Source: an optimization exercise on an open RTL-to-GDS flow (aim: small area). Production flows keep margins and buffers that such runs may drop. Only simulation tests tie the RTL to the original design; equivalence was not proved. Power figures rest on the tool's default switching activity, not on a simulated workload.

==> flow/design.v <==
module eq_amul #(
    parameter integer A = 0
) (
    input  [16:0] d,
    output [31:0] s,
    output [31:0] c
);
  wire [31:0] p = {{15{d[16]}}, d};
  wire [31:0] n = ~p;
  wire [31:0] s1, c1, c0;
  assign c = {c0[30:0], 1'b0};
  generate
    if (A == 927) begin : a927          
      eq_csa #(.W(32)) r1 (.a((p << 10)), .b(n << 7), .c(p << 5), .s(s1), .y(c1));
      eq_csa #(.W(32)) r2 (.a(s1), .b(c1 << 1), .c(n), .s(s), .y(c0));
    end else if (A == 1966) begin : a1966  
      eq_csa #(.W(32)) r1 (.a((p << 11)), .b(n << 6), .c(n << 4), .s(s1), .y(c1));
      eq_csa #(.W(32)) r2 (.a(s1), .b(c1 << 1), .c(n << 1), .s(s), .y(c0));
    end else if (A == 3056) begin : a3056  
      eq_csa #(.W(32)) r1 (.a((p << 12)), .b(n << 10), .c(n << 4), .s(s), .y(c0));
    end else begin : a2238               
      eq_csa #(.W(32)) r1 (.a(p << 11), .b((p << 8)), .c(n << 6), .s(s1), .y(c1));
      eq_csa #(.W(32)) r2 (.a(s1), .b(c1 << 1), .c(n << 1), .s(s), .y(c0));
    end
  endgenerate
endmodule
module eq_csa #(
    parameter integer W = 32
) (
    input  [W-1:0] a,
    input  [W-1:0] b,
    input  [W-1:0] c,
    output [W-1:0] s,
    output [W-1:0] y
);
  assign s = a ^ b ^ c;
  assign y = (a & b) | (a & c) | (b & c);
endmodule
module eq_rca #(
    parameter integer W = 16
) (
    input  [W-1:0] a,
    input  [W-1:0] b,
    input          ci,
    output [W-1:0] s
);
  wire [W:0] c;
  assign c[0] = ci;
  genvar i;
  generate
    for (i = 0; i < W; i = i + 1) begin : g
      assign s[i]   = a[i] ^ b[i] ^ c[i];
      assign c[i+1] = (a[i] & b[i]) | (c[i] & (a[i] ^ b[i]));
    end
  endgenerate
endmodule
module eq_add #(
    parameter integer W = 32
) (
    input  [W-1:0] a,
    input  [W-1:0] b,
    input          ci,
    output [W-1:0] s
);
  localparam integer L = (W <= 2) ? 1 : (W <= 4) ? 2 : (W <= 8) ? 3 :
                         (W <= 16) ? 4 : (W <= 32) ? 5 : 6;
  wire [W-1:0] p0 = a ^ b;
  wire [W-1:0] g0 = (a & b) | {{(W-1){1'b0}}, p0[0] & ci};
  wire [W-1:0] gl [0:L];
  wire [W-1:0] pl [0:L];
  assign gl[0] = g0;
  assign pl[0] = p0;
  genvar l, i;
  generate
    for (l = 0; l < L; l = l + 1) begin : lv
      for (i = 0; i < W; i = i + 1) begin : bt
        if ((i >> l) & 1) begin : m
          localparam integer J = ((i >> l) << l) - 1;
          assign gl[l+1][i] = gl[l][i] | (pl[l][i] & gl[l][J]);
          assign pl[l+1][i] = pl[l][i] & pl[l][J];
        end else begin : t
          assign gl[l+1][i] = gl[l][i];
          assign pl[l+1][i] = pl[l][i];
        end
      end
    end
  endgenerate
  assign s = p0 ^ {gl[L][W-2:0], ci};
endmodule
module eq_band #(
    parameter integer A  = 0,
    parameter integer B2 = 0,
    parameter integer B3 = 0,
    parameter integer B5 = 0,
    parameter integer B6 = 0
) (
    input         clk,
    input         rst,
    input         f0,
    input         f32,
    input         f33,
    input         stp1,
    input         stp2,
    input         sfst,
    input         slst,
    input  [4:0]  k,
    input  [31:0] zs1,
    input  [31:0] zc1,
    input  [15:0] g1,
    input  [15:0] g2,
    output [15:0] dout
);
  wire [15:0] y1, y2;
  wire        vy1, vy2;
  wire [31:0] ntp1, ntp2;
  wire [15:0] h11, h12, h21, h22;
  wire        hv11, hv12, hv21, hv22;
  wire [16:0] sum;
  eq_pole p1 (
    .clk(clk), .rst(rst), .f33(f33), .stp(stp1), .sum(sum),
    .zs(zs1), .zc(zc1), .ntp(ntp1),
    .h1(h11), .h2(h12), .hv1(hv11), .hv2(hv12), .y(y1), .vy(vy1));
  wire [15:0] x2 = vy1 ? (y1 << g1) : 16'd0;
  wire [16:0] d2;
  eq_zero z2 (.clk(clk), .rst(rst), .f0(f0), .f32(f32), .x(x2), .d(d2));
  wire [31:0] zs2, zc2;
  eq_amul #(.A(A)) m2 (.d(d2), .s(zs2), .c(zc2));
  eq_pole p2 (
    .clk(clk), .rst(rst), .f33(f33), .stp(stp2), .sum(sum),
    .zs(zs2), .zc(zc2), .ntp(ntp2),
    .h1(h21), .h2(h22), .hv1(hv21), .hv2(hv22), .y(y2), .vy(vy2));
  assign dout = vy2 ? (y2 << g2) : 16'd0;
  reg bit1, bit2;
  always @(posedge clk) begin
    bit1 <= k[4] ? (h21[k[3:0]] & hv21) : (h11[k[3:0]] & hv11);
    bit2 <= k[4] ? (h22[k[3:0]] & hv22) : (h12[k[3:0]] & hv12);
  end
  wire ph = stp2;
  localparam signed [16:0] C2  = -B2;
  localparam signed [16:0] C3  = -B3;
  localparam signed [16:0] C23 = -(B2 + B3);
  localparam signed [16:0] C5  = -B5;
  localparam signed [16:0] C6  = -B6;
  localparam signed [16:0] C56 = -(B5 + B6);
  reg signed [16:0] xa;
  always @(*)
    case ({ph, slst, bit1, bit2})
      4'b0001: xa = C3;
      4'b0010: xa = C2;
      4'b0011: xa = C23;
      4'b0101: xa = -C3;
      4'b0110: xa = -C2;
      4'b0111: xa = -C23;
      4'b1001: xa = C6;
      4'b1010: xa = C5;
      4'b1011: xa = C56;
      4'b1101: xa = -C6;
      4'b1110: xa = -C5;
      4'b1111: xa = -C56;
      default: xa = 17'sd0;
    endcase
  localparam [16:0] KA = (A == 927) ? 17'd1056 : (A == 1966) ? 17'd2048 :
                         (A == 3056) ? 17'd4096 : 17'd2304;
  wire [16:0] acc = sfst ? KA : (ph ? {ntp2[31], ntp2[31:16]} : {ntp1[31], ntp1[31:16]});
  eq_rca #(.W(17)) add (.a(acc), .b(xa), .ci(1'b0), .s(sum));
endmodule
module eq_zero (
    input         clk,
    input         rst,
    input         f0,
    input         f32,
    input  [15:0] x,
    output [16:0] d
);
  reg [15:0] r0, r1, r2, v0, v2;
  reg [15:0] s0, s2;
  wire        sh  = (x != r0);
  wire [15:0] r1n = sh ? r0 : r1;
  wire [15:0] r2n = sh ? r1 : r2;
  wire        e0  = f32 & (x == s0);
  wire        e2  = f32 & (r2n == s2);
  wire signed [15:0] n0 = e0 ? s0 : v0;
  wire signed [15:0] n2 = e2 ? s2 : v2;
  always @(posedge clk or negedge rst)
    if (!rst) begin
      r0 <= 16'd0; r1 <= 16'd0; r2 <= 16'd0;
      v0 <= 16'd0; v2 <= 16'd0;
    end else begin
      r0 <= x;
      r1 <= r1n;
      r2 <= r2n;
      v0 <= n0;
      v2 <= n2;
    end
  always @(posedge clk)
    if (f0) begin
      s0 <= r0; s2 <= r2;
    end
  eq_add #(.W(17)) sub (.a({v0[15], v0}), .b(~{v2[15], v2}), .ci(1'b0), .s(d));
endmodule
module eq_pole (
    input             clk,
    input             rst,
    input             f33,
    input             stp,
    input      [16:0] sum,
    input      [31:0] zs,
    input      [31:0] zc,
    output reg [31:0] ntp,
    output reg [15:0] h1,
    output reg [15:0] h2,
    output reg        hv1,
    output reg        hv2,
    output reg [15:0] y,
    output reg        vy
);
  reg         shifted;
  wire [31:0] ts, tc;
  eq_csa #(.W(32)) sub (.a(zs), .b(zc), .c(ntp), .s(ts), .y(tc));
  wire [31:0] t;
  eq_add #(.W(32)) cpa (.a(ts), .b({tc[30:0], 1'b0}), .ci(1'b0), .s(t));
  wire [15:0] ynew = t[31:16];
  wire        chg = vy ? (ynew != y) : (ynew != 16'd0);
  always @(posedge clk or negedge rst)
    if (!rst) begin
      vy <= 1'b0; hv1 <= 1'b0; hv2 <= 1'b0; shifted <= 1'b0;
    end else if (f33) begin
      vy <= 1'b1;
      shifted <= chg;
      if (chg) begin
        hv1 <= vy; hv2 <= hv1;
      end
    end
  always @(posedge clk)
    if (f33) begin
      y <= ynew;
      if (chg) begin
        h1 <= y; h2 <= h1;
      end
    end
  always @(posedge clk)
    if (stp & ~shifted)
      ntp <= {sum[16:1], sum[0], ntp[15:1]};
endmodule
module filter_all (
    input             clk,
    input             clk_enable,
    input             reset,
    input      [31:0] filter_in,
    output reg [31:0] filter_out_all,
    input      [15:0] filter_gain_100_1k_1,
    input      [15:0] filter_gain_100_1k_2,
    input      [15:0] filter_gain_1k_3k_1,
    input      [15:0] filter_gain_1k_3k_2,
    input      [15:0] filter_gain_3k_5k_1,
    input      [15:0] filter_gain_3k_5k_2,
    input      [15:0] filter_gain_5k_8k_1,
    input      [15:0] filter_gain_5k_8k_2,
    input      [15:0] filter_gain_6k_15k_1,
    input      [15:0] filter_gain_6k_15k_2
);
  reg [5:0] cnt;
  always @(posedge clk or negedge reset)
    if (!reset) cnt <= 6'd0;
    else if (cnt == 6'd33) cnt <= 6'd0;
    else cnt <= cnt + 6'd1;
  wire f0  = (cnt == 6'd0);
  wire f32 = (cnt == 6'd32);
  wire [4:0] k = cnt[4:0];              
  reg f33, stp1, stp2, sfst, slst;
  always @(posedge clk or negedge reset)
    if (!reset) begin
      f33 <= 1'b0; stp1 <= 1'b0; stp2 <= 1'b0; sfst <= 1'b0; slst <= 1'b0;
    end else begin
      f33  <= f32;
      stp1 <= ~cnt[5] & ~cnt[4];
      stp2 <= ~cnt[5] & cnt[4];
      sfst <= ~cnt[5] & (cnt[3:0] == 4'd0);
      slst <= ~cnt[5] & (cnt[3:0] == 4'd15);
    end
  wire [16:0] d1;
  eq_zero z1 (.clk(clk), .rst(reset), .f0(f0), .f32(f32),
              .x(filter_in[31:16]), .d(d1));
  wire [31:0] s927, c927, s1966, c1966, s3056, c3056, s2238, c2238;
  eq_amul #(.A(927))  m0 (.d(d1), .s(s927),  .c(c927));
  eq_amul #(.A(1966)) m1 (.d(d1), .s(s1966), .c(c1966));
  eq_amul #(.A(3056)) m3 (.d(d1), .s(s3056), .c(c3056));
  eq_amul #(.A(2238)) m4 (.d(d1), .s(s2238), .c(c2238));
  wire [15:0] o0, o1, o2, o3, o4;
  eq_band #(.A(927),  .B2(-32478), .B3(16097), .B5(-30279), .B6(14116)) b0 (
    .clk(clk), .rst(reset), .f0(f0), .f32(f32), .f33(f33), .stp1(stp1), .stp2(stp2), .sfst(sfst), .slst(slst), .k(k),
    .zs1(s927), .zc1(c927),
    .g1(filter_gain_100_1k_1), .g2(filter_gain_100_1k_2), .dout(o0));
  eq_band #(.A(1966), .B2(-30704), .B3(14659), .B5(-27287), .B6(12647)) b1 (
    .clk(clk), .rst(reset), .f0(f0), .f32(f32), .f33(f33), .stp1(stp1), .stp2(stp2), .sfst(sfst), .slst(slst), .k(k),
    .zs1(s1966), .zc1(c1966),
    .g1(filter_gain_1k_3k_1), .g2(filter_gain_1k_3k_2), .dout(o1));
  eq_band #(.A(1966), .B2(-24232), .B3(13199), .B5(-27761), .B6(14044)) b2 (
    .clk(clk), .rst(reset), .f0(f0), .f32(f32), .f33(f33), .stp1(stp1), .stp2(stp2), .sfst(sfst), .slst(slst), .k(k),
    .zs1(s1966), .zc1(c1966),
    .g1(filter_gain_3k_5k_1), .g2(filter_gain_3k_5k_2), .dout(o2));
  eq_band #(.A(3056), .B2(-20931), .B3(12567), .B5(-13402), .B6(11679)) b3 (
    .clk(clk), .rst(reset), .f0(f0), .f32(f32), .f33(f33), .stp1(stp1), .stp2(stp2), .sfst(sfst), .slst(slst), .k(k),
    .zs1(s3056), .zc1(c3056),
    .g1(filter_gain_5k_8k_2), .g2(filter_gain_5k_8k_2), .dout(o3));
  eq_band #(.A(2238), .B2(-29802), .B3(14189), .B5(-25864), .B6(19134)) b4 (
    .clk(clk), .rst(reset), .f0(f0), .f32(f32), .f33(f33), .stp1(stp1), .stp2(stp2), .sfst(sfst), .slst(slst), .k(k),
    .zs1(s2238), .zc1(c2238),
    .g1(filter_gain_6k_15k_1), .g2(filter_gain_6k_15k_2), .dout(o4));
  wire [18:0] a0 = {3'd0, o0}, a1 = {3'd0, o1}, a2 = {3'd0, o2},
              a3 = {3'd0, o3}, a4 = {3'd0, o4};
  wire [18:0] u1s, u1c, u2s, u2c, u3s, u3c, sn;
  eq_csa #(.W(19)) sa1 (.a(a0), .b(a1), .c(a2), .s(u1s), .y(u1c));
  eq_csa #(.W(19)) sa2 (.a(u1s), .b({u1c[17:0], 1'b0}), .c(a3), .s(u2s), .y(u2c));
  eq_csa #(.W(19)) sa3 (.a(u2s), .b({u2c[17:0], 1'b0}), .c(a4), .s(u3s), .y(u3c));
  eq_add #(.W(19)) sa4 (.a(u3s), .b({u3c[17:0], 1'b0}), .ci(1'b0), .s(sn));
  reg [18:0] s;
  always @(posedge clk or negedge reset)
    if (!reset) s <= 19'd0;
    else if (clk_enable) s <= sn;
  wire [31:0] dry = (|filter_gain_100_1k_1) ? filter_in : 32'd0;
  wire [15:0] bh = s[15:0] + {13'd0, s[18:16]};
  wire [31:0] on;
  eq_add #(.W(32)) oa2 (.a(dry), .b({bh, s[15:0]}), .ci(1'b0), .s(on));
  always @(posedge clk or negedge reset)
    if (!reset) filter_out_all <= 32'd0;
    else filter_out_all <= on;
endmodule
==> flow/flow/run.sh <==
#!/bin/bash
# Own layout flow. It runs the standard synthesis unchanged, then maps the
# combinational logic again for area (registers, full-adder cells and tie
# cells stay as the standard synthesis made them; a full adder may be turned
# into its dual, with inverted inputs and outputs, where that saves
# inverters), then the standard layout
# steps with two changes: the port buffers are buf_1 cells, and clock tree
# synthesis inserts no dummy loads. Each tool writes its output to a log file
# of its own in the work folder (log_*.txt).
set -euo pipefail
W=$(pwd)
F=$W/flow
R=$W/orfs/results/${FLOW_PLATFORM}/filter_all/base
LIB=$FLOW_HOME/platforms/${FLOW_PLATFORM}/lib/sky130_fd_sc_hd__tt_025C_1v80.lib
YOSYS=$FLOW_HOME/../tools/install/yosys/bin/yosys
[ -x "$YOSYS" ] || YOSYS=yosys

# 1. the standard synthesis
bash standard.sh synth > $W/log_1_synth.txt 2>&1

# 2. area-oriented re-mapping of the combinational logic
cp $R/1_2_yosys.v $W/netlist_standard.v
python3 $F/conv.py $LIB $W/netlist_standard.v $W/remap_conv.v $W/remap_stubs.v fa_,conb_ > $W/log_2_conv.txt 2>&1
python3 $F/faflip.py $W/remap_conv.v $W/remap_in.v > $W/log_2_faflip.txt 2>&1
DONT_USE="-dont_use sky130_fd_sc_hd__lpflow_bleeder_1 -dont_use sky130_fd_sc_hd__lpflow_clkbufkapwr_1 -dont_use sky130_fd_sc_hd__lpflow_clkbufkapwr_16 -dont_use sky130_fd_sc_hd__lpflow_clkbufkapwr_2 -dont_use sky130_fd_sc_hd__lpflow_clkbufkapwr_4 -dont_use sky130_fd_sc_hd__lpflow_clkbufkapwr_8 -dont_use sky130_fd_sc_hd__lpflow_clkinvkapwr_1 -dont_use sky130_fd_sc_hd__lpflow_clkinvkapwr_16 -dont_use sky130_fd_sc_hd__lpflow_clkinvkapwr_2 -dont_use sky130_fd_sc_hd__lpflow_clkinvkapwr_4 -dont_use sky130_fd_sc_hd__lpflow_clkinvkapwr_8 -dont_use sky130_fd_sc_hd__lpflow_decapkapwr_12 -dont_use sky130_fd_sc_hd__lpflow_decapkapwr_3 -dont_use sky130_fd_sc_hd__lpflow_decapkapwr_4 -dont_use sky130_fd_sc_hd__lpflow_decapkapwr_6 -dont_use sky130_fd_sc_hd__lpflow_decapkapwr_8 -dont_use sky130_fd_sc_hd__lpflow_inputiso0n_1 -dont_use sky130_fd_sc_hd__lpflow_inputiso0p_1 -dont_use sky130_fd_sc_hd__lpflow_inputiso1n_1 -dont_use sky130_fd_sc_hd__lpflow_inputiso1p_1 -dont_use sky130_fd_sc_hd__lpflow_inputisolatch_1 -dont_use sky130_fd_sc_hd__lpflow_isobufsrc_1 -dont_use sky130_fd_sc_hd__lpflow_isobufsrc_16 -dont_use sky130_fd_sc_hd__lpflow_isobufsrc_2 -dont_use sky130_fd_sc_hd__lpflow_isobufsrc_4 -dont_use sky130_fd_sc_hd__lpflow_isobufsrc_8 -dont_use sky130_fd_sc_hd__lpflow_isobufsrckapwr_16 -dont_use sky130_fd_sc_hd__lpflow_lsbuf_lh_hl_isowell_tap_1 -dont_use sky130_fd_sc_hd__lpflow_lsbuf_lh_hl_isowell_tap_2 -dont_use sky130_fd_sc_hd__lpflow_lsbuf_lh_hl_isowell_tap_4 -dont_use sky130_fd_sc_hd__lpflow_lsbuf_lh_isowell_4 -dont_use sky130_fd_sc_hd__lpflow_lsbuf_lh_isowell_tap_1 -dont_use sky130_fd_sc_hd__lpflow_lsbuf_lh_isowell_tap_2 -dont_use sky130_fd_sc_hd__lpflow_lsbuf_lh_isowell_tap_4 -dont_use sky130_fd_sc_hd__probe_p_8 -dont_use sky130_fd_sc_hd__probec_p_8 "
$YOSYS -l $W/log_3_remap.txt -p "read_verilog $W/remap_stubs.v; read_verilog $W/remap_in.v; hierarchy -check -top $FLOW_TOP; proc; opt; techmap; opt -purge; abc -liberty $LIB $DONT_USE -constr $F/abc.constr -script $F/remap.abc; opt_clean -purge; stat -liberty $LIB; write_verilog -noattr $W/netlist_remapped.v" > /dev/null 2>&1
cp $W/netlist_remapped.v $R/1_2_yosys.v
touch $R/1_2_yosys.v

# 3. the standard layout of the re-mapped netlist
bash standard.sh \
  "BUFFER_PORTS_ARGS=-buffer_cell sky130_fd_sc_hd__buf_1" \
  "CTS_ARGS=-sink_clustering_enable -repair_clock_nets -dont_use_dummy_load -sink_clustering_size 30 -sink_clustering_max_diameter 70 -buf_list {sky130_fd_sc_hd__clkbuf_16}" \
  finish > $W/log_4_layout.txt 2>&1
==> flow/flow/abc.constr <==
set_driving_cell sky130_fd_sc_hd__buf_1
set_load 5
==> flow/flow/conv.py <==
#!/usr/bin/env python3
"""Turn a mapped netlist into one yosys can re-map: every combinational cell
becomes assigns of its liberty functions; registers and the cells whose names
start with one of KEEP_PREFIXES (default fa_,ha_,conb_) stay as instances of
black-box modules (written to the stub file).

usage: conv.py LIBERTY NETLIST OUT_NETLIST OUT_STUBS [KEEP_PREFIXES]
"""
import re
import sys

lib_path, net_path, out_path, stub_path = sys.argv[1:5]
lib = open(lib_path).read()


def cell_body(name):
    m = re.search(r'\n\s*cell\s*\(\s*"?%s"?\s*\)\s*\{' % re.escape(name), lib)
    start = m.end()
    depth, i = 1, start
    while depth > 0:
        c = lib[i]
        if c == '{':
            depth += 1
        elif c == '}':
            depth -= 1
        i += 1
    return lib[start:i]


info = {}


def cell_info(name):
    if name not in info:
        body = cell_body(name)
        outs = re.findall(r'pin\s*\(\s*"?(\w+)"?\s*\)\s*\{[^{}]*?direction\s*:\s*"?output"?\s*;'
                          r'[^{}]*?function\s*:\s*"([^"]+)"', body, re.S)
        seq = ('ff (' in body or 'ff(' in body or 'latch (' in body or 'latch(' in body
               or 'statetable' in body)
        pins = re.findall(r'pin\s*\(\s*"?(\w+)"?\s*\)\s*\{[^{}]*?direction\s*:\s*"?(\w+)"?',
                          body, re.S)
        info[name] = (outs, seq, pins)
    return info[name]


def keep(t):
    outs, seq, _ = cell_info(t)
    base = t.split('__', 1)[1]
    return seq or len(outs) == 0 or base.startswith(KEEP_PREFIX)


KEEP_PREFIX = tuple(sys.argv[5].split(',')) if len(sys.argv) > 5 else ('fa_', 'ha_', 'conb_')
kept = set()


def conv(m):
    typ, conns = m.group(1), m.group(3)
    pins = dict((p, n.strip()) for p, n in re.findall(r'\.(\w+)\(([^()]*)\)', conns))
    if keep(typ):
        kept.add(typ)
        return m.group(0)
    res = []
    for opin, f in cell_info(typ)[0]:
        if opin not in pins:
            continue
        e = re.sub(r'\b([A-Za-z]\w*)\b',
                   lambda mm: '(' + pins[mm.group(1)] + ' )' if mm.group(1) in pins else mm.group(1), f)
        e = e.replace('!', '~')
        e = re.sub(r'\)\s+\(', ') & (', e)
        res.append("assign %s = %s;" % (pins[opin], e))
    return "\n  ".join(res)


net = open(net_path).read()
net = re.sub(r'(sky130_fd_sc_hd__\w+)\s+(\S+)\s*\((.*?)\);', conv, net, flags=re.S)
open(out_path, 'w').write(net)

stubs = []
for t in sorted(kept):
    pins = cell_info(t)[2]
    decl = "\n".join("  %s %s;" % ('output' if d == 'output' else 'input', p) for p, d in pins)
    stubs.append("(* blackbox *)\nmodule %s(%s);\n%s\nendmodule\n" % (t, ", ".join(p for p, d in pins), decl))
open(stub_path, 'w').write("\n".join(stubs))
print("kept cell types:", " ".join(sorted(kept)))
==> flow/flow/faflip.py <==
#!/usr/bin/env python3
"""Choose, for each full-adder cell of a converted netlist, whether to use it
with all inputs and outputs inverted (a full adder is self-dual), so that
fewer inverters are left between full adders and registers, where the
re-mapping cannot absorb them. Rewrites the netlist with the chosen cells
wrapped in inverters; the re-mapping cancels inverter pairs.

usage: faflip.py IN_NETLIST OUT_NETLIST
"""
import re
import sys
import collections

src = open(sys.argv[1]).read()
inst_re = re.compile(r'(sky130_fd_sc_hd__\w+)\s+(\S+)\s*\((.*?)\);', re.S)
assign_re = re.compile(r'assign\s+(.+?)\s*=\s*(.+?);', re.S)

cells = []
for m in inst_re.finditer(src):
    typ, name, conns = m.group(1), m.group(2), m.group(3)
    pins = dict((p, n.strip()) for p, n in re.findall(r'\.(\w+)\(([^()]*)\)', conns))
    cells.append((typ, name, pins, m.span()))

inv_of = {}          # net -> (net it copies or inverts, parity)
for m in assign_re.finditer(src):
    lhs, rhs = m.group(1).strip(), m.group(2).strip()
    k = 0
    while True:
        r = rhs.strip()
        if r.startswith('~'):
            k ^= 1
            rhs = r[1:]
            continue
        if r.startswith('(') and r.endswith(')'):
            # strip one pair of outer parentheses if they match each other
            depth = 0
            ok = True
            for i, ch in enumerate(r):
                depth += (ch == '(') - (ch == ')')
                if depth == 0 and i < len(r) - 1:
                    ok = False
                    break
            if ok:
                rhs = r[1:-1]
                continue
        break
    r = rhs.strip()
    if re.fullmatch(r'\\?\S+', r) and not re.search(r'[&|^~()]', r):
        inv_of[lhs] = (r, k)

fa = [c for c in cells if c[0].split('__')[1].startswith('fa_')]
fa_idx = {c[1]: i for i, c in enumerate(fa)}
out_of = {}          # net -> (fa index, pin)
for i, (t, n, p, s) in enumerate(fa):
    out_of[p['SUM']] = (i, 'SUM')
    out_of[p['COUT']] = (i, 'COUT')
fixed_out = set()    # nets driven by registers
fixed_in = collections.defaultdict(int)  # net -> count of register D pins reading it
for t, n, p, s in cells:
    b = t.split('__')[1]
    if b.startswith(('df', 'edf', 'sdf')):
        for k, v in p.items():
            if k in ('Q', 'Q_N'):
                fixed_out.add(v)
            elif k == 'D':
                fixed_in[v] += 1


def source(net):
    """walk back through inverters: (root net, parity)"""
    k = 0
    seen = 0
    while net in inv_of and seen < 8:
        net, kk = inv_of[net]
        k ^= kk
        seen += 1
    return net, k


# edges: (fa_i or None for fixed, parity k, fa_j or None for fixed consumer)
edges = []
for j, (t, n, p, s) in enumerate(fa):
    for pin in ('A', 'B', 'CIN'):
        root, k = source(p[pin])
        if root in out_of:
            edges.append((out_of[root][0], k, j))
        elif root in fixed_out:
            edges.append((None, k, j))
# FA outputs read by registers (possibly through inverters)
for net, cnt in fixed_in.items():
    root, k = source(net)
    if root in out_of:
        edges.append((out_of[root][0], k, None))

flip = [0] * len(fa)


def cost():
    return sum(((flip[a] if a is not None else 0) ^ k ^ (flip[b] if b is not None else 0)) for a, k, b in edges)


adj = collections.defaultdict(list)
for e in edges:
    a, k, b = e
    if a is not None:
        adj[a].append(e)
    if b is not None and b != a:
        adj[b].append(e)

before = cost()
improved = True
while improved:
    improved = False
    for i in range(len(fa)):
        c0 = sum(((flip[a] if a is not None else 0) ^ k ^ (flip[b] if b is not None else 0)) for a, k, b in adj[i])
        flip[i] ^= 1
        c1 = sum(((flip[a] if a is not None else 0) ^ k ^ (flip[b] if b is not None else 0)) for a, k, b in adj[i])
        if c1 < c0:
            improved = True
        else:
            flip[i] ^= 1
after = cost()

# rewrite
out = []
last = 0
extra = []
for i, (t, n, p, span) in enumerate(fa):
    if not flip[i]:
        continue
    newp = dict(p)
    tag = re.sub(r'\W', '_', n)
    for pin in ('A', 'B', 'CIN'):
        w = 'fi_%s_%s' % (tag, pin)
        extra.append('  wire %s;\n  assign %s = ~(%s );' % (w, w, p[pin]))
        newp[pin] = w
    for pin in ('SUM', 'COUT'):
        w = 'fo_%s_%s' % (tag, pin)
        extra.append('  wire %s;\n  assign %s = ~(%s );' % (w, p[pin], w))
        newp[pin] = w
    txt = '%s %s (\n%s\n  );' % (t, n, ',\n'.join('    .%s(%s)' % (k, v) for k, v in newp.items()))
    out.append((span, txt))
res = []
pos = 0
for (a, b), txt in sorted(out):
    res.append(src[pos:a])
    res.append(txt)
    pos = b
res.append(src[pos:])
res = ''.join(res)
k = res.rfind('endmodule')
res = res[:k] + '\n'.join(extra) + '\n' + res[k:]
open(sys.argv[2], 'w').write(res)
print('full adders %d, flipped %d, inverter edges %d -> %d' % (len(fa), sum(flip), before, after))
==> flow/flow/remap.abc <==
strash
dc2
&get -n
&st
&syn2
&dch
&put
map -D 5000
topo
buffer -c
upsize -c
dnsize -c
stime -c
==> flow/standard.sh <==
#!/bin/bash
# synth_recipe.tcl (not shown) runs the flow's synth.tcl, then flattens the netlist and writes it again
# the make line also repeats each setting of config.mk as NAME=value (left out here)
make -C /OpenROAD-flow-scripts/flow DESIGN_CONFIG=/design/flow/config.mk WORK_HOME=/design/flow/orfs CLKGATE_MAP_FILE= SYNTH_SCRIPT=/design/flow/synth_recipe.tcl "${@:-finish}"
==> flow/config.mk <==
export PLATFORM = sky130hd
export DESIGN_NAME = filter_all
export DESIGN_NICKNAME = filter_all
export VERILOG_FILES = /design/flow/design.v
export SDC_FILE = /design/flow/constraint.sdc
export NUM_CORES = 8
export LEC_CHECK = 0
export CAP_MARGIN = 20
export CORE_MARGIN = 2
export CORE_UTILIZATION = 72
export CTS_BUF_LIST = sky130_fd_sc_hd__clkbuf_8 sky130_fd_sc_hd__clkbuf_16
export CTS_CLUSTER_DIAMETER = 70
export CTS_CLUSTER_SIZE = 25
export SLEW_MARGIN = 20
==> flow/constraint.sdc <==
create_clock -name core_clock -period 10.0 [get_ports {clk}]
set_input_delay 2.0000 -clock core_clock [delete_from_list [all_inputs] [get_ports {clk}]]
set_output_delay 2.0000 -clock core_clock [all_outputs]
set_load 0.01 [all_outputs]
==> results.txt <==
how the worst max path moves through the flow:
| stage | cells after the start | end | slack (ps) |
|---|---|---|---|
| final | 52 | b0.p1.h2[0] | 380 |
| after global routing | 58 | b4.p2.h1[10] | -60 |
| after CTS | 49 | b0.p2.h2[3] | -50 |
| after detailed placement | 55 | b1.p1.h2[15] | -4 |
| after global placement | 55 | b1.p1.h2[13] | 300 |
| after floorplan | 47 | b2.p1.h1[0] | 400 |
stage by stage:
step	util [%]	total power, W	setup slack (ps)	std cells
floorplan	-	0.00767	403	10200
global placement	74.8	0.00793	302	12000
detailed placement	74.8	0.00798	-3.96	12000
CTS	76.7	0.0118	-52.5	12100
global route	77.1	0.0121	-57.9	12100
finish	77.1	0.0118	385	12200
repair_timing:
item                       in CTS  in global routing
setup endpoints to repair      64                275
pin swaps                       0                  9
gates resized for setup         1                 68
setup buffers                   0                 14
layout make-up:
type	instances	area, sq um
antenna	8	20.0
fill	8679	30000
clock buffer	102	2550
multi-input combinational	6971	45100
timing repair buffer	361	2060
sequential	1561	43900
tap	1755	2200
inverter	1394	5260
power by group:
part           switching, W  internal [W]  leakage (nW)
clock network       0.00213       0.00180          1.26
registers         0.0000505       0.00688          16.1
logic              0.000633      0.000306          25.5
flip-flops by register name (all words and copies together), names as in the netlist, 19 cells and up:
name	cells
b4.p2.ntp	31
s	19
b1.p1.ntp	31
b3.p2.ntp	28
b0.p1.ntp	32
filter_out_all	32
b4.p1.ntp	31
b2.p2.ntp	31
b3.p1.ntp	28
b1.p2.ntp	31
b0.p2.ntp	32
b2.p1.ntp	31
layer usage:
| layer | part of all wire, % | global-route usage, % | vias to the layer above |
|---|---|---|---|
| li1 | - | - | 34400 |
| met1 | 36 | 52.9 | 37000 |
| met2 | 46 | 64.5 | 4607 |
| met3 | 11 | 9.72 | 1052 |
| met4 | 7.6 | 26.1 | 6 |
| met5 | 0.013 | 0 | - |
cells in the final DEF (no fill, tap or decap), types with 54 or more instances in the layout:
cell type,instances
nand2_1,1493
nor2_1,1400
inv_1,1342
edfxtp_1,978
o21ai_0,935
dfrtp_1,569
fa_1,537
xor2_1,468
a21oi_1,400
buf_1,208
o22ai_1,189
nor3_1,175
nand3_1,154
xnor2_1,150
buf_4,135
clkbuf_16,102
nor4_1,91
nand4_1,84
a22oi_1,78
mux2_2,60
or2_2,54
o21ai_1,54
==> results.cfg <==
[sta]
finalMaxSlewViolations = 0
post-route-period-util_pct = 96.2
fmax_ghz = 0.104
slew_headroom_pct = 22.8
setup_viol = 0
skew_ps = 92.1
period_minus_slack_ps = 9620
finalSetupTns_ps = 0
hold_violations = 0
holdWs_ps = 401
tightest_slew_ps = 1150

[power_and_ir_drop]
max-vdd-ir-drop_mv = 0.164
p_leak_nw = 42.8
p_per_area_nw_per_um2 = 117

[setup_path]
startpoint_type = flip-flop
r2r-start = z1.v0[0]
slowest_delay_ps = 590
critPathRequiredTime_ps = 10460
critPathTopFamily = compound AO/OA/AOI/OAI gates
worstPathArrival_ps = 10070
end_kind = flip-flop
r2r_end = b0.p1.h2[0]
critPathBufInv = 7
cp_slowest_cell = fa_1
crit_type = reg -> reg
r2r.worst_path.cells = 52
crit_start = z1.v0[0]
worstPathMaxFanout = 28
cp_common_cell = a21oi_2
regToRegSetupSlack_ps = 380

[grt]
antenna_found_initial = 10
grt_pass1_wl_microns = 429000
grt_pass1_vias = 76200
grt_overflow = 0
grt_max_degree = 128
grt_usage_pct = 41.5

[cells_and_area]
finish.instance_area_sq_um = 101000
drive_above_1_share_pct = 5.41
fin_nets = 11100
synthToLayoutAreaGrowth_pct = 6.48

[hold_path]
min_path_type = reg -> reg
whs_endpoint = b1.p2.h2[0]
hold_depth = 0
hp-start = b1.p2.h1[0]

[job]
cap_violations = 0

[run_status]
status = finished clean

[routing]
viasPerCell = 6.34
wl_per_cell_microns = 23.2
routed_wl_microns = 282000
drc = 0
drtPass1Iterations = 9
routed-via-count = 77100
drt_iter0_drc = 10100
ant_nets = 0

[clock_network]
cts_buffers = 102
clk_latency_ps = 770
root_buffer = clkbuf_16
cts.sinks = 1561
cts_tree = built
cts_hold_buf = 0
clockBufferDepth = 3
htreeDepth = 3
path_clk_slew_ps = 110

[placed_design]
dp_hpwl_microns = 213000
gp_congestion = 1.03
placed_area_sq_um = 98100
portBuffers = 210

[die]
io_pins = 227
die_area_sq_um = 135000
fp-row-count = 133
initial_core_util_pct = 72.4
design.core.area_sq_um = 131000
die_h_microns = 367
die_x_microns = 367

[synth]
synth_warnings = 11
syn_avg_cell_area_sq_um = 9.32
synth_area_sq_um = 94900
syn_nets = 10900
synth_cells = 10200

==> afterwards: timing with drivers on the ports <==
No port has a modelled driver above. Below, the same layout with a new extraction and two added sets of constraints. Step 1 assumes that a clkbuf_16 drives the clock port and a buf_2 every other input. Step 2 moves the port delays by t, midway between the first and last clock arrival at a register: inputs arrive t later, outputs are due t later. That takes back most of the time a late clock gives input paths. a / b / c = ideal ports / drivers / drivers and shift; a / b = the first two.
t (ns): 0.807
setup slack, ns: 0.385 / 0.385 / 0.219
cell pins on the clock port's net: 1
After both steps this run still meets setup and hold. The setup slack of this run moves by 0.000 ns with the drivers and by -0.166 ns with both steps.
